Background: an optimization exercise with open tools, aiming at small area and a short achievable clock period. Do not read the settings as production practice. In this exercise RTL edits were held to simulation tests only and were not proved equivalent to the original. Power and IR drop assume default switching activity.

### config.mk
export PLATFORM = sky130hd
export DESIGN_NAME = TopModule
export DESIGN_NICKNAME = TopModule
export VERILOG_FILES = /design/flow/design.v
export SDC_FILE = /design/flow/constraint.sdc
export NUM_CORES = 4
export LEC_CHECK = 0
export CAP_MARGIN = 20
export CORE_MARGIN = 2
export CORE_UTILIZATION = 40
export SLEW_MARGIN = 20
### constraint.sdc
create_clock -name core_clock -period 7.0 [get_ports {clk}]
set_input_delay 1.4000 -clock core_clock [delete_from_list [all_inputs] [get_ports {clk}]]
set_output_delay 1.4000 -clock core_clock [all_outputs]
set_load 0.01 [all_outputs]
### run.sh
#!/bin/bash
# synth_recipe.tcl (not shown) runs the flow's synth.tcl, then flattens the netlist and writes it again
# the make line also repeats each setting of config.mk as NAME=value (left out here)
make -C /OpenROAD-flow-scripts/flow DESIGN_CONFIG=/design/flow/config.mk WORK_HOME=/design/flow/orfs CLKGATE_MAP_FILE= SYNTH_SCRIPT=/design/flow/synth_recipe.tcl finish
### design.v
`timescale 1ns / 1ps
module Decoder(
    output[5:0]  opcode,
    output[4:0]  rs,
	 output[4:0]  rt,
	 output[4:0]  rd,
	 output[4:0]  shamt,
	 output[5:0]  funct,
	 output[15:0] constant,
	 output[25:0] jumpConst,
    input [31:0] Instruction
    );
    reg[5:0]   tempOpcode;
    reg[4:0]   tempRs;
    reg[4:0]   tempRt;
    reg[4:0]   tempRd;
	 reg[4:0]   tempShamt;
    reg[5:0]   tempFunct;
    reg[15:0]  tempConstant;
    reg[25:0]  tempJumpConst;
	 always@(*)
	 begin
	       tempOpcode    = Instruction[31:26];
			 tempRs        = Instruction[25:21];
			 tempRt        = Instruction[20:16];
			 tempRd        = Instruction[15:11];
			 tempShamt     = Instruction[10:6];
			 tempFunct     = Instruction[5:0];
			 tempConstant  = Instruction[15:0];
			 tempJumpConst = Instruction[25:0];
	 end
	  assign   opcode     =     tempOpcode   ;
	  assign   rs         =     tempRs       ;
	  assign   rt         =     tempRt       ;
	  assign   rd         =     tempRd       ;
	  assign   shamt      =     tempShamt    ;
	  assign   funct      =     tempFunct    ;
	  assign   constant   =     tempConstant ;
	  assign   jumpConst  =     tempJumpConst;
endmodule
`timescale 1ns / 1ps
module ControlUnit(
output RegDst,
output ALUSrc,
output MemtoReg,
output RegWrite,
output MemRead,
output MemWrite,
output Branch,
output Jump,
output SignZero,
output [1:0 ]ALUOp,
input [5:0]Opcode
);
reg tempRegDst,tempALUSrc,tempMemtoReg,tempRegWrite,tempMemRead,tempMemWrite,tempBranch,tempJump,tempSignZero;
reg [1:0] tempALUOp;
always @(*)
begin
casex (Opcode)
 6'b000000 : begin  
    tempRegDst = 1'b1;
    tempALUSrc = 1'b0;
    tempMemtoReg= 1'b0;
    tempRegWrite= 1'b1;
    tempMemRead = 1'b0;
    tempMemWrite= 1'b0;
    tempBranch = 1'b0;
    tempALUOp = 2'b10;
    tempJump = 1'b0;
    tempSignZero= 1'b0;
    end
	 6'b000001 : begin  
    tempRegDst = 1'b1;
    tempALUSrc = 1'b0;
    tempMemtoReg= 1'b0;
    tempRegWrite= 1'b1;
    tempMemRead = 1'b0;
    tempMemWrite= 1'b0;
    tempBranch = 1'b0;
    tempALUOp = 2'b01;
    tempJump = 1'b0;
    tempSignZero= 1'b0;
    end
	 6'b000010 : begin  
    tempRegDst = 1'b1;
    tempALUSrc = 1'b0;
    tempMemtoReg= 1'b0;
    tempRegWrite= 1'b1;
    tempMemRead = 1'b0;
    tempMemWrite= 1'b0;
    tempBranch = 1'b0;
    tempALUOp = 2'b00;
    tempJump = 1'b0;
    tempSignZero= 1'b0;
    end
	 6'b000011 : begin  
    tempRegDst = 1'b1;
    tempALUSrc = 1'b0;
    tempMemtoReg= 1'b0;
    tempRegWrite= 1'b1;
    tempMemRead = 1'b0;
    tempMemWrite= 1'b0;
    tempBranch = 1'b0;
    tempALUOp = 2'b11;
    tempJump = 1'b0;
    tempSignZero= 1'b0;
    end
 6'b100011 : begin  
     tempRegDst = 1'b0;
     tempALUSrc = 1'b1;
     tempMemtoReg= 1'b1;
     tempRegWrite= 1'b1;
     tempMemRead = 1'b1;
     tempMemWrite= 1'b0;
     tempBranch = 1'b0;
     tempALUOp = 2'b00;
     tempJump = 1'b0;
     tempSignZero= 1'b0;  
    end
 6'b101011 : begin  
     tempRegDst = 1'b0;
     tempALUSrc = 1'b1;
     tempMemtoReg= 1'b0;
     tempRegWrite= 1'b0;
     tempMemRead = 1'b0;
     tempMemWrite= 1'b1;
     tempBranch = 1'b0;
     tempALUOp = 2'b00;
     tempJump = 1'b0;
     tempSignZero= 1'b0;
    end
 6'b000100 : begin  
     tempRegDst = 1'b0;
     tempALUSrc = 1'b0;
     tempMemtoReg= 1'b0;
     tempRegWrite= 1'b0;
     tempMemRead = 1'b0;
     tempMemWrite= 1'b0;
     tempBranch = 1'b1;
     tempALUOp = 2'b01;
     tempJump = 1'b0;
     tempSignZero= 1'b0;  
    end
 6'b001111 : begin  
     tempRegDst = 1'b0;
     tempALUSrc = 1'b1;
     tempMemtoReg= 1'b0;
     tempRegWrite= 1'b1;
     tempMemRead = 1'b0;
     tempMemWrite= 1'b0;
     tempBranch = 1'b0;
     tempALUOp = 2'b11;
     tempJump = 1'b0;
     tempSignZero= 1'b1;  
    end
 6'b100000 : begin  
     tempRegDst = 1'b0;
     tempALUSrc = 1'b0;
     tempMemtoReg= 1'b0;
     tempRegWrite= 1'b0;
     tempMemRead = 1'b0;
     tempMemWrite= 1'b0;
     tempBranch = 1'b0;
     tempALUOp = 2'b00;
     tempJump = 1'b1;
     tempSignZero= 1'b0;
    end
 default : begin 
     tempRegDst = 1'b0;
     tempALUSrc = 1'b0;
     tempMemtoReg= 1'b0;
     tempRegWrite= 1'b0;
     tempMemRead = 1'b0;
     tempMemWrite= 1'b0;
     tempBranch = 1'b0;
     tempALUOp = 2'b10;
     tempJump = 1'b0;
     tempSignZero= 1'b0;
    end
endcase
end
assign  RegDst       =    tempRegDst;
assign  ALUSrc       =    tempALUSrc;
assign  MemtoReg     =    tempMemtoReg;
assign  RegWrite     =    tempRegWrite;
assign  MemRead      =    tempMemRead ;
assign  MemWrite     =    tempMemWrite;
assign  Branch       =    tempBranch; 
assign  ALUOp        =    tempALUOp; 
assign  Jump         =    tempJump;
assign  SignZero     =    tempSignZero;
endmodule 
`timescale 1ns / 1ps
module SignExtensionMod(
    output [31:0] SignExtConst,
    input [15:0] Constant,
    input SignZero
    );
	  reg[31:0] tempextendedImmediate;
     always@(*)
     begin
            tempextendedImmediate[15:0] = Constant[15:0];
             if(Constant[15] == 1'b0 || SignZero == 1'b1)
                begin
                  tempextendedImmediate[31:16] = 16'd0;
                end
             else
                begin
                  tempextendedImmediate[31:16] = 16'b1111111111111111;
                end
     end
	  assign SignExtConst = tempextendedImmediate;
endmodule
`timescale 1ns / 1ps
module BranchCalculator(
    output [31:0] BranchAddress,
    input [31:0] SignExtConst,
	 input [31:0] Instruction,
	 input [31:0] pcWire
    );
	 reg[31:0] tempBranchAddr;
	 always@(*)
	 begin
		  tempBranchAddr = (SignExtConst << 2);
        tempBranchAddr = tempBranchAddr + pcWire;
	 end
	 assign BranchAddress = tempBranchAddr;
endmodule
`timescale 1ns / 1ps
module jumpcalc(
input [31:0] pc,
input [25:0]jumpinstr,
output[31:0] jumper
);
reg[31:0] tempjumper;
always@(*)
begin 
tempjumper= (jumpinstr<<2);
tempjumper[31:28]= pc[31:28];
end
assign jumper=tempjumper;
endmodule
`timescale 1ns / 1ps
module PCmodule(
    output [31:0] muxout,
    input [31:0] plus1,
    input [31:0] branchAddr,
	 input [31:0] jumpaddress,
	 input jump,
	 input pcSrc
    );
	 reg[31:0] tempmuxout;
	 always@(*)
	 begin
	       if(pcSrc == 1)
			   begin
			      tempmuxout  = branchAddr;
			   end
				else if(jump==1)
				begin
				tempmuxout=jumpaddress;
				end
	         else
			   begin
			      tempmuxout  =  plus1;
			   end
	 end
	 assign muxout = tempmuxout;
endmodule
`timescale 1ns / 1ps
module PCregister(
    output [31:0] PCwire,
    input [31:0] PCin,
	 input clk
    );
	 reg[31:0] PCreg;
	 always@(*)
	 begin 
	     PCreg = PCin;
	 end
	 assign PCwire = PCreg; 
endmodule
`timescale 1ns / 1ps
module FetchModule(
    output [31:0] InstrOut,
    output [31:0] PCAdderOut,
    input [31:0] PCin,
    input [31:0] InstrMemData,
	 input clk,
	 input rst,
	 input PCWrite
    );
  reg [31:0] tempInstrOut;
  reg [31:0 ]tempPCAdderOut;
	  always@(posedge clk)
	  begin
	      if(rst)
	      begin
			tempInstrOut <= 32'd0;
			tempPCAdderOut <= 32'd0;
	      end
	      else
	      begin
			tempInstrOut <= InstrMemData;
			if(PCWrite==1'b1)
			begin
				tempPCAdderOut <= PCin + 1;
			end
	      end
	  end
	  assign InstrOut   = tempInstrOut;
	  assign PCAdderOut = tempPCAdderOut;
endmodule
`timescale 1ns / 1ps
module InstrRegMux(
    output IFIDWriteMux,
    input IFIDWrite,
    input[31:0] PCWire
    );
	 reg tempOut;
	 always@(*)
	 begin
	     if(PCWire==32'd0)
		  begin
		      tempOut = 1'b1;
		  end
		  else
		  begin
		      tempOut = IFIDWrite;
		  end
	 end
	 assign IFIDWriteMux = tempOut;
endmodule
`timescale 1ns / 1ps
module InstructionRegister(
    output [31:0] InstructionOut,
    input [31:0] InstructionIn,
	 input clk,
	 input rst,
	 input IFIDWrite, 
	 input IFFLush
    );
   reg[31:0] InstructionReg;
   always@(posedge clk)
   begin
		if(rst == 1'b1 || IFFLush == 1'b1)
		begin
		InstructionReg <= 32'b0;
		end
		else if(IFIDWrite == 1'b1)
			begin
            InstructionReg <= InstructionIn;
			end 
	end
	assign InstructionOut = InstructionReg;
endmodule
`timescale 1ns / 1ps
module RegisterModule(
    output [31:0] RsData,
    output [31:0] RtData,
    input clk,
    input rst,
    input [4:0] rs,
    input [4:0] rt,
    input [31:0] WriteData,
    input RegWrite,
	 input [4:0]WriteAddress
    );
   reg [31:0] registerFile[31:1];
   integer i;
   always@(posedge clk)
   begin
       if(rst)
       begin
           for(i = 1; i < 32; i = i + 1)
               registerFile[i] <= i * 10;
       end
       else if(RegWrite==1 && WriteAddress != 5'd0)
       begin
           registerFile[WriteAddress] <= WriteData;
       end
   end
	reg [31:0] tempRsData;
	reg [31:0] tempRtData;
   always@(*)
	begin
	    if(rs == 5'd0)
	        tempRsData = 32'd0;
	    else if(RegWrite==1 && WriteAddress == rs)
	        tempRsData = WriteData;
	    else
	        tempRsData = registerFile[rs];
	    if(rt == 5'd0)
	        tempRtData = 32'd0;
	    else if(RegWrite==1 && WriteAddress == rt)
	        tempRtData = WriteData;
	    else
	        tempRtData = registerFile[rt];
	end
	assign RsData = tempRsData;
	assign RtData = tempRtData;
endmodule
`timescale 1ns / 1ps
module BranchChecker(
    output branchFlag,    
	 output BranchTaken,
    input [31:0] RsData,
    input [31:0] RtData,
    input branch_control
    );
  reg tempbranchflag;
  reg TempBranchTaken;
  always@(*)
  begin
      if(RsData == RtData)
		  begin
			 TempBranchTaken = 1'b1;
			 tempbranchflag = branch_control;
	     end
		else
		  begin
		    tempbranchflag = 1'b0;
			 TempBranchTaken = 1'b0;
		  end
  end
  assign branchFlag  = tempbranchflag;
  assign BranchTaken = TempBranchTaken;
endmodule
`timescale 1ns / 1ps
module Stalling(
   output IFIDFlush,
   output IFIDWrite,
	output PCWrite,
	output hazard,
	input[4:0]rsfetch,
	input [4:0]rtfetch,
	input [4:0]rtexecute,
	input [4:0] rdexecute,
	input IDEXmemread,
	input branch,
	input branchtaken,
	input regwriteIDEX,
	input StallControl
	);
	reg ifidflush;
	reg ifidwritereg;
	reg pcwritereg;
	reg hazardreg;
	always@(*)
	begin
	ifidwritereg=1'b1;
	pcwritereg=1'b1;
	hazardreg=1'b0;
	ifidflush=1'b0;
 if(StallControl==1)
 begin
	if(IDEXmemread && (rtfetch==rtexecute || rsfetch==rtexecute))   
		begin
			ifidwritereg=0;
			pcwritereg=0;
			hazardreg=1;
		end
	if (branch && branchtaken && !((rdexecute == rsfetch) || (rdexecute == rtfetch))) 
		begin
            ifidwritereg= 0;
            ifidflush = 1;
           hazardreg = 0;
		end
	if (branch && regwriteIDEX && ((rdexecute == rsfetch) || (rdexecute == rtfetch)))
		begin
            pcwritereg = 0;
            ifidwritereg = 0;
            hazardreg = 0;
		end
	if (branch && IDEXmemread && ((rtexecute == rsfetch) || (rtexecute == rtfetch))) 
		begin
            pcwritereg = 0;
            ifidwritereg = 0;
            hazardreg = 0;
		end
	if (branch && branchtaken && IDEXmemread && !((rtexecute == rsfetch) || (rtexecute==rtfetch))) 
		begin
            ifidwritereg = 0;
            ifidflush = 1;
            hazardreg = 0;
		end
	end
end
	assign IFIDWrite = ifidwritereg;
	assign PCWrite = pcwritereg;
	assign hazard =hazardreg;
	assign IFIDFlush=ifidflush;
endmodule
`timescale 1ns / 1ps
module HazardMux(
	 output pcSrcOut,
	 output RegDstOut,
    output ALUSrcOut,
    output MemtoRegOut,
    output RegWriteOut,
    output MemReadOut,
    output MemWriteOut,
    output BranchOut,
    output JumpOut,
    output SignZeroOut,
    output [1:0 ]ALUOpOut,
	 input pcSrcin,
	 input RegDstin,
    input ALUSrcin,
    input MemtoRegin,
    input RegWritein,
    input MemReadin,
    input MemWritein,
    input Branchin,
    input Jumpin,
    input SignZeroin,
    input [1:0]ALUOpin,
	 input Hazard
    );
	 reg              pcSrctemp ;
    reg              RegDsttemp;
    reg              ALUSrctemp;
    reg            MemtoRegtemp;
    reg            RegWritetemp;
    reg             MemReadtemp;
    reg            MemWritetemp;
    reg              Branchtemp;
    reg                Jumptemp;
    reg            SignZerotemp;
    reg [1:0]         ALUOptemp;
	 always@(*)
	 begin
		  if (Hazard==1)
		  begin
	      pcSrctemp        =     1'b0;
			RegDsttemp		  =     1'b0;
			ALUSrctemp		  =     1'b0;
			MemtoRegtemp	  =     1'b0;
			RegWritetemp	  =     1'b0;
			MemReadtemp		  =     1'b0;
			MemWritetemp	  =     1'b0;
			Branchtemp		  =     1'b0;
			Jumptemp		     =     1'b0;
			SignZerotemp	  =     1'b0;
			ALUOptemp		  =     2'b00;
		  end
		  else
		  begin
		   pcSrctemp        =     pcSrcin;
			RegDsttemp		  =     RegDstin;
			ALUSrctemp		  =     ALUSrcin;
			MemtoRegtemp	  =     MemtoRegin;
			RegWritetemp	  =     RegWritein;
			MemReadtemp		  =     MemReadin;
			MemWritetemp	  =     MemWritein;
			Branchtemp		  =     Branchin;
			Jumptemp		     =     Jumpin;
			SignZerotemp	  =     SignZeroin;
			ALUOptemp		  =     ALUOpin;
		  end
	 end
assign      pcSrcOut           =    pcSrctemp         ;
assign      RegDstOut          =    RegDsttemp		   ;
assign      ALUSrcOut          =    ALUSrctemp		   ;
assign      MemtoRegOut        =    MemtoRegtemp	   ;
assign      RegWriteOut        =    RegWritetemp	   ;
assign      MemReadOut         =    MemReadtemp	      ;
assign      MemWriteOut        =    MemWritetemp	   ;
assign      BranchOut          =    Branchtemp		   ;
assign      JumpOut            =    Jumptemp		      ;
assign      SignZeroOut        =    SignZerotemp	   ;
assign      ALUOpOut           =    ALUOptemp		   ;
endmodule
`timescale 1ns / 1ps
module ID_EX_REGISTER(
    output [31:0] InstrOut,
    output [31:0] RsData,
    output [31:0] RtData,
    output [31:0] SignExtConst,
	 output [31:0] BranchAddress,
	 output [31:0] jumpaddress2,
	 output [4:0] rs,
    output [4:0] rt,
    output [4:0] rd,
	 output [5:0] opcode,
	 output pcSrc,
	 output RegDst,
    output ALUSrc,
    output MemtoReg,
    output RegWrite,
    output MemRead,
    output MemWrite,
    output Branch,
    output Jump,
    output SignZero,
    output [1:0 ]ALUOp,
	 input clk,
	 input         rst,
    input [31:0] Instrin,
    input [31:0] RsDatain,
    input [31:0] RtDatain,
    input [31:0] SignExtConstin,
	 input [31:0] BranchAddressin,
	 input [4:0] rsin,
    input [4:0] rtin,
    input [4:0] rdin,
	 input [5:0] opcodein,
	 input pcSrcin,
	 input RegDstin,
    input ALUSrcin,
    input MemtoRegin,
    input RegWritein,
    input MemReadin,
    input MemWritein,
    input Branchin,
    input Jumpin,
    input SignZeroin,
    input [1:0]ALUOpin,
	 input [31:0] jumpaddress
    );
	 reg [31:0]     InstrOuttemp;
    reg [31:0]       RsDatatemp;
    reg [31:0]       RtDatatemp;
    reg [31:0] SignExtConsttemp;
	 reg [31:0] BranchAddresstemp;
	 reg [31:0] jumpaddressreg;
	 reg [4:0]            rstemp;
    reg [4:0]            rttemp;
    reg [4:0]            rdtemp;
	 reg [5:0]        opcodetemp;
	 reg              pcSrctemp ;
    reg              RegDsttemp;
    reg              ALUSrctemp;
    reg            MemtoRegtemp;
    reg            RegWritetemp;
    reg             MemReadtemp;
    reg            MemWritetemp;
    reg              Branchtemp;
    reg                Jumptemp;
    reg            SignZerotemp;
    reg [1:0]         ALUOptemp;
	 always@(posedge clk)
	 begin
	   if(rst)
	   begin
		InstrOuttemp <= 0;
		RsDatatemp <= 0;
		RtDatatemp <= 0;
		SignExtConsttemp <= 0;
		BranchAddresstemp <= 0;
		rstemp <= 0;
		rttemp <= 0;
		rdtemp <= 0;
		opcodetemp <= 0;
		pcSrctemp <= 0;
		RegDsttemp <= 0;
		ALUSrctemp <= 0;
		MemtoRegtemp <= 0;
		RegWritetemp <= 0;
		MemReadtemp <= 0;
		MemWritetemp <= 0;
		Branchtemp <= 0;
		Jumptemp <= 0;
		SignZerotemp <= 0;
		ALUOptemp <= 0;
		jumpaddressreg <= 0;
	   end
	   else
	   begin
	     InstrOuttemp      <=     Instrin;
			RsDatatemp		  <=     RsDatain;
			RtDatatemp		  <=     RtDatain;
			SignExtConsttemp <=     SignExtConstin;
			BranchAddresstemp<=     BranchAddressin;
			rstemp           <=     rsin;
			rttemp			  <=     rtin;
			rdtemp			  <=     rdin;
			opcodetemp       <=     opcodein;
			pcSrctemp        <=     pcSrcin;
			RegDsttemp		  <=     RegDstin;
			ALUSrctemp		  <=     ALUSrcin;
			MemtoRegtemp	  <=     MemtoRegin;
			RegWritetemp	  <=     RegWritein;
			MemReadtemp		  <=     MemReadin;
			MemWritetemp	  <=     MemWritein;
			Branchtemp		  <=     Branchin;
			Jumptemp		     <=     Jumpin;
			SignZerotemp	  <=     SignZeroin;
			ALUOptemp		  <=     ALUOpin;
			jumpaddressreg   <=     jumpaddress;
	   end
	 end
assign     InstrOut         =    InstrOuttemp      ;
assign     RsData           =    RsDatatemp		   ;
assign     RtData           =    RtDatatemp		   ;
assign     SignExtConst     =    SignExtConsttemp  ;
assign     BranchAddress    =    BranchAddresstemp ;
assign      rs              =    rstemp            ;
assign      rt              =    rttemp			   ;
assign      rd              =    rdtemp			   ;
assign     opcode           =    opcodetemp        ;
assign      pcSrc           =    pcSrctemp;
assign      RegDst          =    RegDsttemp		   ;
assign      ALUSrc          =    ALUSrctemp		   ;
assign      MemtoReg        =    MemtoRegtemp	   ;
assign      RegWrite        =    RegWritetemp	   ;
assign      MemRead         =    MemReadtemp	   ;
assign      MemWrite        =    MemWritetemp	   ;
assign      Branch          =    Branchtemp		   ;
assign      Jump            =    Jumptemp		   ;
assign      SignZero        =    SignZerotemp	   ;
assign    ALUOp             =    ALUOptemp		   ;
assign    jumpaddress2      =    jumpaddressreg;
endmodule
`timescale 1ns / 1ps
module Forwarding_Unit	(			 
    output [1:0] forward_a_mux,		 
    output [1:0] forward_b_mux,			 
    input RegWrite_ex,				 
    input RegWrite_mem,				 
    input [4:0] id_rs,				 
	 input [4:0] id_rt,				 
	 input [4:0] ex_rd,				 
    input [4:0] mem_rd,				 
	 input ForwardControl
);
    reg [1:0] a;					
    reg [1:0] b;
    always @(*) begin
     a = 2'b00;
     b = 2'b00;
     if(ForwardControl)
	  begin
        if (RegWrite_ex && (ex_rd != 5'b0) && (ex_rd == id_rs)) begin
            a = 2'b01; 
        end else if (RegWrite_mem && (mem_rd != 5'b0) && (mem_rd == id_rs)) begin
            a = 2'b10; 
        end else begin
            a = 2'b00;
        end
        if (RegWrite_ex && (ex_rd != 5'b0) && (ex_rd == id_rt)) begin
            b = 2'b01;
        end else if (RegWrite_mem && (mem_rd != 5'b0) && (mem_rd == id_rt)) begin
            b = 2'b10; 
        end else begin
            b = 2'b00; 
        end
	 end
    end
    assign forward_a_mux = a;		
    assign forward_b_mux = b;
endmodule
`timescale 1ns / 1ps
module AluMUX1(
    output [31:0] Mux1Output,
    input [31:0] RsData1,
	 input [31:0] AluOut_exmem,
	 input [31:0] MuxOut_memwb,
	 input [1:0] selectLine1
    );
	 reg[31:0] tempOut;
	 always@(*)
	 begin
			 if(selectLine1 == 2'b01)
			 begin
			      tempOut = AluOut_exmem;
			 end
			 else if(selectLine1 == 2'b10)
			 begin
			      tempOut = MuxOut_memwb;
			 end
			 else 
			 begin
			      tempOut = RsData1;
			 end
	 end
	 assign Mux1Output = tempOut;
endmodule
`timescale 1ns / 1ps
module BackAluMux(
    output [31:0] BackAluMux_Out,
    input [31:0] RtData1,
    input [31:0] SignExtConst1,
	 input ALUSrc1
    );
    reg[31:0] tempOut;
	 always@(*)
	 begin
		  if(ALUSrc1==0)
		  begin
		      tempOut = RtData1;
		  end
		  else
		  begin
		      tempOut = SignExtConst1;
		  end
	 end
   assign BackAluMux_Out = tempOut;
endmodule
`timescale 1ns / 1ps
module AluMux2(
    output[31:0] AluMux2Out,
    input [31:0] BackAluMux_in,
	 input [31:0] AluOut_exmem,
	 input [31:0] MuxOut_memwb,
	 input [1:0] selectLine2
    );
    reg[31:0] tempOut;
	 always@(*)
	 begin
			 if(selectLine2 == 2'b01)
			 begin
			      tempOut = AluOut_exmem;
			 end
			 else if(selectLine2 == 2'b10)
			 begin
			      tempOut = MuxOut_memwb;
			 end
			 else 
			 begin
			      tempOut = BackAluMux_in;
			 end
	 end
	 assign AluMux2Out = tempOut;
endmodule
`timescale 1ns / 1ps
module ALU_Control(
    output [3:0] ALUControl,
    input [5:0] opcode,
    input [1:0] ALUOp
    );
	 reg[3:0] tempALUControl;
	 always@(*)
	 begin
	     tempALUControl = 4'b0000;     
	     if(opcode == 6'b000000 && ALUOp ==2'b10)    
          begin
			   tempALUControl = 4'b0000;     
          end
        else if(opcode == 6'b000001 && ALUOp ==2'b01)   
          begin
			   tempALUControl = 4'b0110;     
          end			   
		  else if(opcode == 6'b000010 && ALUOp ==2'b00)    
          begin
			   tempALUControl = 4'b0001;     
          end
		  else if(opcode == 6'b000011 && ALUOp ==2'b11)    
          begin
			   tempALUControl = 4'b0010;     
          end
		  else if(opcode == 6'b100011)     
		    begin
			   tempALUControl = 4'b0000;  
			 end
		  else if(opcode == 6'b101011)     
		    begin
			   tempALUControl = 4'b0000;  
			 end
		  else if(opcode == 6'b000101)     
		    begin
			   tempALUControl = 4'b0110;  
			 end
		  else if(opcode == 6'b001111)     
		    begin
			   tempALUControl = 4'b1100;  
			 end
		  else if(opcode == 6'b100000)     
		    begin
			   tempALUControl = 4'b0000;  
			 end	
	 end
assign ALUControl = tempALUControl;
endmodule
`timescale 1ns / 1ps
module ALU(
    output [31:0] ALUResult,
	 input[31:0] Mux1Out,
	 input[31:0] Mux2Out,
    input [3:0] ALUControl
    );
	 reg[31:0] tempALUResult;
	 always@(*)
	 begin
	      if(ALUControl == 4'b0110)
			  begin
			      tempALUResult = Mux1Out - Mux2Out;
			  end
			else if(ALUControl == 4'b0001)
			  begin
			      tempALUResult = Mux1Out | Mux2Out;
			  end
			else if(ALUControl == 4'b0010)
			  begin
			      tempALUResult = Mux1Out & Mux2Out;
			  end
			else if(ALUControl == 4'b1100)
			  begin
			      tempALUResult = Mux1Out ^ Mux2Out;
			  end
			else
			  begin
			      tempALUResult = Mux1Out + Mux2Out;
			  end
	 end
	 assign ALUResult = tempALUResult;
endmodule
`timescale 1ns / 1ps
module RegWriteAddressSelector(
    output [4:0] WriteAddress,
    input [4:0] rt,
    input [4:0] rd,
    input RegDst
    );
	 reg [4:0]tempWriteAddress;
	 always@(*)
	begin
		 if(RegDst == 0)
		 begin
		   tempWriteAddress = rt;
		 end
		 else
		 begin
		   tempWriteAddress = rd;
		 end
	end
  assign WriteAddress = tempWriteAddress;
endmodule
`timescale 1ns / 1ps
module ExMemReg(
    output [31:0] ALUResult,
	 output [31:0] RtData,
	 output [4:0]  rs,
    output [4:0]  rt,
	 output [4:0]  regwriteAddress,
	 output [31:0] BranchAddress,
	 output        pcSrc,
	 output        ZeroFlag,
    output MemtoReg,   
    output RegWrite,   
    output MemRead,    
    output MemWrite,   
	 output Branch,     
	 input         clk,
	 input         rst,
	 input [31:0]  ALUResultin,
	 input [31:0]  RtDatain,
	 input [4:0]   rsin,
	 input [4:0]   rtin,
	 input [4:0]   regwriteAddressin,
	 input  [31:0] BranchAddressin,
	 input         pcSrcin,
	 input         ZeroFlagin,
	 input         MemtoRegin,
	 input         RegWritein,
    input         MemReadin,   
    input         MemWritein,  
	 input      	Branchin
    );
	 reg [31:0] tempALUResult;
	 reg [31:0] tempRtData;
	 reg [4:0]  temprs;
	 reg [4:0]  temprt;
	 reg [4:0]  tempregwriteAddress;
	 reg [31:0] tempBranchAddress;
	 reg        temppcSrc;
	 reg        tempZeroFlag;
	 reg        tempMemtoReg;  
	 reg        tempRegWrite;   
	 reg        tempMemRead;  
	 reg        tempMemWrite;  
	 reg        tempBranch;  
	 always@(posedge clk)
	 begin
	   if(rst)
	   begin
		tempALUResult <= 0;
		tempRtData <= 0;
		temprs <= 0;
		temprt <= 0;
		tempregwriteAddress <= 0;
		tempBranchAddress <= 0;
		temppcSrc <= 0;
		tempZeroFlag <= 0;
		tempMemtoReg <= 0;
		tempRegWrite <= 0;
		tempMemRead <= 0;
		tempMemWrite <= 0;
		tempBranch <= 0;
	   end
	   else
	   begin
            tempALUResult         <=  ALUResultin         ;
				tempRtData            <=  RtDatain            ;
				temprs                <=  rsin                ;
            temprt                <=  rtin                ;
            tempregwriteAddress   <=  regwriteAddressin   ;
				tempBranchAddress     <= BranchAddressin      ;
				temppcSrc             <= pcSrcin              ;
            tempZeroFlag          <=  ZeroFlagin          ;
            tempMemtoReg          <=  MemtoRegin          ;
            tempRegWrite          <=  RegWritein          ;
            tempMemRead           <=  MemReadin           ;
            tempMemWrite          <=  MemWritein          ;
            tempBranch            <=  Branchin            ;	 
	   end
	 end
      assign          ALUResult         =  tempALUResult       ;
      assign          RtData            =  tempRtData          ;
      assign		    rs                =  temprs              ;
      assign          rt                =  temprt              ;
      assign          regwriteAddress   =  tempregwriteAddress ;
		assign          BranchAddress     =  tempBranchAddress   ;
		assign          pcSrc             =  temppcSrc           ;
      assign          ZeroFlag          =  tempZeroFlag        ;
      assign          MemtoReg          =  tempMemtoReg        ;
      assign          RegWrite          =  tempRegWrite        ;
      assign          MemRead           =  tempMemRead         ;
      assign          MemWrite          =  tempMemWrite        ;
      assign          Branch            =  tempBranch          ;
endmodule
`timescale 1ns / 1ps
module MEMWB_Reg(
    output [31:0] DataMemOut,
    output [31:0] ALUOutput,
    output [4:0] RegWriteAddress,
	 output [31:0] BranchAddress,
	 output pcSrc,
    output MemToReg,
    output RegWrite,
    input clk,
	 input         rst,
    input [31:0] DataMemOutin,
    input [31:0] ALUOutputin,
    input [4:0] RegWriteAddressin,
	 input [31:0] BranchAddressin,
	 input pcSrcin,
    input MemToRegin,
    input RegWritein
    );
	 reg [31:0]  tempDataMemOut;
	 reg [31:0]  tempALUOutput;
	 reg [4:0]   tempRegWriteAddress;
	 reg [31:0]  tempBranchAddress;
	 reg         temppcSrc;
	 reg         tempMemToReg;
	 reg         tempRegWrite;
	 always@(posedge clk)
	 begin
	   if(rst)
	   begin
		tempDataMemOut <= 0;
		tempALUOutput <= 0;
		tempRegWriteAddress <= 0;
		tempBranchAddress <= 0;
		temppcSrc <= 0;
		tempMemToReg <= 0;
		tempRegWrite <= 0;
	   end
	   else
	   begin
	     tempDataMemOut      <= DataMemOutin;
		  tempALUOutput       <= ALUOutputin;
		  tempRegWriteAddress <= RegWriteAddressin;
		  tempBranchAddress   <= BranchAddressin;
		  temppcSrc           <= pcSrcin;
		  tempMemToReg        <= MemToRegin;
		  tempRegWrite        <= RegWritein;
	   end
	 end
	 assign DataMemOut      = tempDataMemOut;
	 assign ALUOutput       = tempALUOutput;
	 assign RegWriteAddress = tempRegWriteAddress;
	 assign BranchAddress   = tempBranchAddress;
	 assign pcSrc           = temppcSrc;
	 assign MemToReg        = tempMemToReg;
	 assign RegWrite        = tempRegWrite;
endmodule
`timescale 1ns / 1ps
module OutputSelectorMUX(
    output [31:0] regWriteData,
    input [31:0] DataMemOut,
    input [31:0] ALUResult,
    input MemToReg
    );
	 reg[31:0] tempregWriteData;
	 always@(*)
	   begin
		    if(MemToReg == 0)
			  begin
			    tempregWriteData = ALUResult;
			  end
			  else
			   begin
				    tempregWriteData = DataMemOut;
				end
		end
		assign regWriteData = tempregWriteData;
endmodule
`timescale 1ns / 1ps
module TopModule(
    input clk,
    input rst,
	 input stallingControl,
	 input forwardControl,
    output [31:0] imem_addr,
    input  [31:0] imem_rdata,
    output [31:0] dmem_addr,
    output [31:0] dmem_wdata,
    output dmem_we,
    output dmem_re,
    input  [31:0] dmem_rdata,
    output wb_we,
    output [4:0] wb_addr,
    output [31:0] wb_data
    );
   wire [31:0] jumpaddr;
	wire[31:0] PCmuxout;
	wire[31:0] plus1;
	wire[31:0] BranchAddress;
	wire pcSrc;
	wire[31:0]  BranchAddress1;
	wire   pcSrc1;
	wire[31:0]  BranchAddress2;
	wire   pcSrc2;
	wire[31:0]  BranchAddress3;
	wire   pcSrc3;
	wire   Jump1;
	PCmodule uut_pcmod(PCmuxout,plus1,BranchAddress1,jumpaddr,Jump1,pcSrc1);
	wire[31:0] PCwire;
	PCregister uut_pcreg(PCwire,PCmuxout,clk);      
	assign imem_addr = PCwire;
	wire PCWrite;
	wire[31:0] FetchOut;
	FetchModule uut_fetch(FetchOut,plus1,PCwire,imem_rdata,clk,rst,PCWrite);     
	wire[31:0] InstrRegOut;
	wire Write_IFID;
	wire Flush_IFID; 
	wire TestIFIDWrite;
	InstrRegMux uut_instrRegMux(TestIFIDWrite,Write_IFID,PCwire);
	InstructionRegister uut_InstructionReg(InstrRegOut,FetchOut,clk,rst,TestIFIDWrite,Flush_IFID);     
	 wire[5:0]  opcode;
    wire[4:0]  rs;
	 wire[4:0]  rt;
	 wire[4:0]  rd;
	 wire[4:0]  shamt;
	 wire[5:0]  funct;
	 wire[15:0] constant;
	 wire[25:0] jumpConst;
	Decoder uut_decoder(opcode,rs,rt,rd,shamt,funct,constant,jumpConst,InstrRegOut);
	wire   RegDst;
	wire   ALUSrc;
	wire   MemtoReg;
	wire   RegWrite;
	wire   MemRead;
	wire   MemWrite;
	wire   Branch;
	wire   Jump;
   wire   SignZero;
	wire   [1:0]ALUOp;
	ControlUnit uut_ControlUnit(RegDst,ALUSrc,MemtoReg,RegWrite,MemRead,MemWrite,Branch,Jump,SignZero,ALUOp,opcode);
	wire[31:0] SignExtConst;
	SignExtensionMod uut_signExt(SignExtConst,constant,SignZero);
	wire[31:0] jumpaddress;
	BranchCalculator uut_branchCalc(BranchAddress,SignExtConst,InstrRegOut,PCwire);
	jumpcalc uut_jumper(PCwire,jumpConst,jumpaddress);
	wire[31:0] RsData;
	wire[31:0] RtData;
	wire[31:0] regWriteData;
	wire[4:0] RegWriteAddress;
   wire [4:0] RegWriteAddress3;
   wire RegWrite3;		 
	RegisterModule uut_RegistersMod(RsData,RtData,clk,rst,rs,rt,regWriteData,RegWrite3,RegWriteAddress3);
	wire BranchTaken;
	BranchChecker uut_BranchChecker(pcSrc,BranchTaken,RsData,RtData,Branch);   
   wire[31:0]      InstrOut1;
   wire[31:0]        RsData1;
   wire[31:0]        RtData1;
   wire[31:0]  SignExtConst1;
	wire[4:0]             rs1;
   wire[4:0]             rt1;
   wire[4:0]             rd1;
	wire[5:0]         opcode1;
   wire              RegDst1;
   wire              ALUSrc1;
   wire            MemtoReg1;
   wire            RegWrite1;
   wire             MemRead1;
   wire            MemWrite1;
   wire              Branch1;
   wire            SignZero1;
   wire[1:0]          ALUOp1;	
	wire Hazard;
	Stalling uut_stall(Flush_IFID,Write_IFID,PCWrite,Hazard,rs,rt,rt1,rd1,MemRead1,Branch,BranchTaken,
	                   RegWrite1,stallingControl);
	 wire pcSrcMux;
	 wire RegDstMux;
    wire ALUSrcMux;
    wire MemtoRegMux;
    wire RegWriteMux;
    wire MemReadMux;
    wire MemWriteMux;
    wire BranchMux;
    wire JumpMux;
    wire SignZeroMux;
    wire [1:0 ]ALUOpMux;
	HazardMux uut_MuxHazard(pcSrcMux,RegDstMux,ALUSrcMux,MemtoRegMux,RegWriteMux,MemReadMux,MemWriteMux,
	                        BranchMux,JumpMux,SignZeroMux,ALUOpMux,pcSrc,RegDst,ALUSrc,MemtoReg,
										RegWrite,MemRead,MemWrite,Branch,Jump,SignZero,ALUOp, Hazard );
	ID_EX_REGISTER uut_IdExReg(InstrOut1,RsData1,RtData1,SignExtConst1,BranchAddress1,jumpaddr,rs1,rt1,rd1,opcode1,pcSrc1,
	                           RegDst1,ALUSrc1,MemtoReg1,RegWrite1,MemRead1,MemWrite1,Branch1,Jump1,SignZero1,ALUOp1,
										clk,rst,InstrRegOut,RsData,RtData,SignExtConst,BranchAddress,rs,rt,rd,opcode,pcSrcMux,RegDstMux,ALUSrcMux,
										MemtoRegMux,RegWriteMux,MemReadMux,MemWriteMux,BranchMux,JumpMux,SignZeroMux,ALUOpMux,jumpaddress);
	wire [1:0] ForwardingOutput1;
	wire [1:0] ForwardingOutput2;
	wire RegWrite2;
	wire [4:0] RegWriteAddress2;
	Forwarding_Unit uut_Forwarding(ForwardingOutput1,ForwardingOutput2,RegWrite2,RegWrite3,rs1,rt1,RegWriteAddress2,RegWriteAddress3,forwardControl);
	wire [31:0] ALUResult2;
	wire [31:0] AluMuxOneOut;
	AluMUX1   uut_AluMux1(AluMuxOneOut,RsData1,ALUResult2,regWriteData,ForwardingOutput1);
	wire [31:0] BackAluMuxOut;
	BackAluMux  uut_BackAluMux(BackAluMuxOut,RtData1,SignExtConst1,ALUSrc1);
	wire [31:0] AluMuxTwoOut;	
	AluMux2 uut_AluMux2(AluMuxTwoOut,BackAluMuxOut,ALUResult2,regWriteData,ForwardingOutput2);
	wire[3:0] ALUControl;
	ALU_Control uut_ALUControl(ALUControl,opcode1,ALUOp1);
	wire[31:0] ALUResult;
	ALU uut_ALU(ALUResult,AluMuxOneOut,AluMuxTwoOut,ALUControl);
	RegWriteAddressSelector uut_regWrtAddressSelector(RegWriteAddress,rt1,rd1,RegDst1);
	wire [31:0] RtData2;
	wire [4:0] rs2;
	wire [4:0] rt2;
	wire zeroFlag2;
	wire MemtoReg2;
   wire MemRead2;
   wire MemWrite2;  
	wire Branch2;
	ExMemReg uut_ExMemReg(ALUResult2,RtData2,rs2,rt2,RegWriteAddress2,BranchAddress2,pcSrc2,zeroFlag2,MemtoReg2,RegWrite2,MemRead2,
	                      MemWrite2,Branch2,clk,rst,ALUResult,RtData1,rs1,rt1,RegWriteAddress,BranchAddress1,
								 pcSrc1,1'b0,MemtoReg1,RegWrite1,MemRead1,MemWrite1,Branch1);
	assign dmem_addr  = ALUResult2;
	assign dmem_wdata = RtData2;
	assign dmem_we    = MemWrite2;
	assign dmem_re    = MemRead2;
    wire [31:0] DataMemOutput3;
    wire [31:0] ALUResult3;
    wire MemtoReg3;
	 MEMWB_Reg uut_MemWbReg(DataMemOutput3,ALUResult3,RegWriteAddress3,BranchAddress3,pcSrc3,MemtoReg3,RegWrite3,clk,rst,dmem_rdata,
	           ALUResult2,RegWriteAddress2,BranchAddress2,pcSrc2,MemtoReg2,RegWrite2);
	OutputSelectorMUX uut_outputSelectorMux(regWriteData,DataMemOutput3,ALUResult3,MemtoReg3);
	assign wb_we   = RegWrite3;
	assign wb_addr = RegWriteAddress3;
	assign wb_data = regWriteData;
endmodule
==> flow_metrics.tcl <==
set metrics [dict create \
    status "complete, no violations" \
    ant_nets 0 \
    postCtsSetupBuffers 0 \
    first_pass_iters 6 \
    clock_path_buffers 3 \
    core_area_um2 186000 \
    fin_setup_tns_ps 0 \
    synth_cells 6368 \
    crit_path_max_incr_delay_ps 950 \
    total_power_mw 20.7 \
    ys_warn_count 25 \
    cts_tree "yes" \
    cts.htree.levels 4 \
    synth_top_area_cell "edfxtp_1" \
    path_max_fanout 32 \
    drv_slew 0 \
    vias_per_cell 6.30 \
    clk_root_buffer_cell "clkbuf_16" \
    post-dp-hpwl_mm 202 \
    period_share_pct 91.1 \
    portBuffers 203 \
    tightest_slew_ps 1320 \
    vias 57300 \
    fp.dieH_um 436 \
    synth_area_per_cell_um2 11.7 \
    crit_path_start_kind "flip-flop" \
    fin_ws_ps 620 \
    place_ws_ps 158 \
    yosysMostFrequentCell "nor2_1" \
    grt_usage_pct 30.7 \
    die_area_um2 190000 \
    antenna_found_initial 20 \
    drt-total-wl_mm 299 \
    hold_path.class "reg -> reg" \
    start_util_pct 40.3 \
    cpMaxStageDelayCell "dfxtp_4" \
    die_w_um 436 \
    ys_top_cells_by_count "nor2_1 (1270), edfxtp_1 (1024), mux4_2 (491)" \
    rsz0062_at_grt "no" \
    clkSinkCount 1415 \
    grt_first_pass_wirelength_mm 418 \
    period_minus_slack_ps 6380 \
    arrival_ps 7060 \
    routabilityCongestion 0.965 \
    cts_inserted_buffers 155 \
    crit_path_end_kind "flip-flop" \
    layout.nets 6688 \
    drtIter0Drc 8659 \
    vdd_drop_max_mv 0.280 \
    cts_resized 0 \
    critPathRequiredTime_ps 7680 \
    synth-seq-cells 1415 \
    setup_violations 0 \
    cp_cell_sequence "buf_4 > buf_4 > nor2b_1 > a22oi_1 > nand3_1 > a41oi_1 > nand2_1 > a22oi_1 > o2111ai_1 > a311oi_1 > o2111ai_1 > buf_4 > o21ai_4 > buf_12 > nor2_2" \
    max_slew_margin_pct 11.4 \
    synthTopCellsByArea "edfxtp_1 (41%), mux4_2 (15%), dfxtp_1 (10%)" \
    synthFlopType "edfxtp_1" \
    synthesis.area_um2 74700 \
    fmax_mhz 157 \
    hold_viol 0 \
    overflow 0 \
    synth_cell_types 92 \
    postCtsHoldBufs 0 \
    grt_max_degree 80 \
    path_common_cell "buf_4" \
    insertion_delay_ps 820 \
    seq_area_frac_synth_pct 51.6 \
    drv_cap 0 \
    io_pins 204 \
    drive_gt1_share_pct 18.2 \
    p_leak_nw 29.0 \
    synth-edff-count 1024 \
    clk_pin_slew_ps 60 \
    async_reset_ff_share_pct 0 \
    yosysTopAreaCellShare_pct 41.1 \
    p_per_area_nw_per_um2 242 \
    final_area_um2 85600 \
    grt_pass1_vias 56100 \
    critical_path_class "reg -> reg" \
    post_dp_cell_area_um2 80400 \
    areaGrowthSynthToFinish_pct 14.5 \
    wl_per_cell_um 32.9 \
    fin_skew_ps 50.6 \
    drc_errors 0 \
    rows 158 \
]
[critical path, delay by kind of cell, from the launching register on]
| kind | cells | cell delay, ps |
|---|---|---|
| AOI/OAI and AO/OA | 7 | 3210 |
| DFF | 1 | 950 |
| and+or+nand+nor | 4 | 760 |
| buffers and inverters | 4 | 1220 |
[report_power, final]
part           switching (mW)  leakage (nW)  internal (mW)
Clock                    3.64          2.51           4.78
Combinational            1.73          13.0           1.03
Sequential              0.268          13.5           9.27
[per-layer routing]
metal | global-route usage, % | share of wire, % | routed length, um | vias up
met5 | 0 | 0.039 | 117 | -
met2 | 47.6 | 45 | 135000 | 4167
met3 | 9.72 | 13 | 38600 | 857
met4 | 15.6 | 5.7 | 17200 | 18
li1 | - | - | - | 23600
met1 | 38.5 | 36 | 108000 | 28700
[cell families (layout without fill, tap and decap cells)]
family,after synthesis,after routing,share of synthesized area [%]
AND/OR/NAND/NOR,2237,2237,13.1
flip-flops,1415,1415,51.6
AO/OA/AOI/OAI,890,890,8.03
multiplexers,803,803,19.0
buffers and inverters,742,953,4.27
XOR/XNOR,148,148,1.73
adder cells (fa/ha/maj),132,132,2.24
other,1,38,0.00502
[worst paths after layout]
kind                                                               to                     start  slack [ps]  cells after the start
worst max-delay path            uut_InstructionReg.InstructionReg[25]                 flip-flop         620                     15
worst max register to register  uut_InstructionReg.InstructionReg[25]                 flip-flop         620                     15
worst min-delay path                        uut_ExMemReg.tempMemWrite  uut_IdExReg.MemWritetemp         450                      1
worst min register to register              uut_ExMemReg.tempMemWrite  uut_IdExReg.MemWritetemp         450                      1
[area by class of cell]
cell class	instances	area (um^2)
tap	2480	3100
multi-input combinational	4242	33700
clock inverter	79	911
sequential	1415	38600
timing repair buffer	476	4260
inverter	198	743
fill	16700	100000
antenna	6	15.0
clock buffer	200	4250
[per-stage QoR]
stage / utilization [%] / hold slack, ps / std cells
after CTS: 46.1 / 449 / 9090
after global placement: 43.3 / 434 / 8811
after global routing: 46.1 / 472 / 9091
after detailed placement: 43.3 / 434 / 8811
final: 46.1 / 446 / 9096
after floorplan: - / 405 / 6399
[state kept, by name, indices dropped and copies added, names as in the netlist, 2 cells and up, named ones only]
name and cells:
uut_ExMemReg.tempALUResult 32, uut_ExMemReg.tempRtData 32, uut_ExMemReg.tempregwriteAddress 5, uut_IdExReg.ALUOptemp 2, uut_IdExReg.BranchAddresstemp 32, uut_IdExReg.RsDatatemp 32, uut_IdExReg.RtDatatemp 32, uut_IdExReg.jumpaddressreg 26
uut_IdExReg.opcodetemp 6, uut_IdExReg.rstemp 4, uut_InstructionReg.InstructionReg 32, uut_MemWbReg.tempALUOutput 32, uut_MemWbReg.tempDataMemOut 32, uut_MemWbReg.tempRegWriteAddress 5, uut_RegistersMod.registerFile 1024, uut_fetch.tempInstrOut 32
uut_fetch.tempPCAdderOut 32
[cells in the final DEF (no fill, tap or decap), types with 55 or more instances in the layout]
master	count
a211oi_1	85
a21oi_1	191
a221oi_1	55
a22oi_1	83
buf_4	259
clkbuf_16	160
clkdlybuf4s50_1	202
dfxtp_1	378
edfxtp_1	1024
ha_1	129
inv_1	193
mux2i_1	243
mux4_2	491
nand2_1	350
nand3_1	86
nor2_1	1268
nor2b_1	188
nor3_1	67
o21ai_0	150
xnor2_1	114

[port drivers added, routing unchanged]
The results above use ideal ports. As a check the final layout listed here was re-extracted and re-timed, cells and wires unchanged. Step 1: set_driving_cell puts a clkbuf_16 on clk and a buf_2 on each other input, an assumption about the parent block. Step 2 times the ports against the registers' clock, not the clock port: input delays grow and output delays shrink by t, the midpoint of the rising clock arrivals with the driver on. a / b / c = no drivers / after step 1 / after step 2; a / b = the first two.
t, ns: 0.886
setup slack, ns: 0.620 / 0.620 / 0.062
hold WS [ns]: 0.446 / 0.446 / 0.446
worst data-port slew with drivers (ns): 0.07
pins driven straight from the clock port: 1
After both steps setup and hold are still met in this run. For this run, drivers alone change the setup slack by 0.000 ns; drivers and shift together by -0.558 ns.
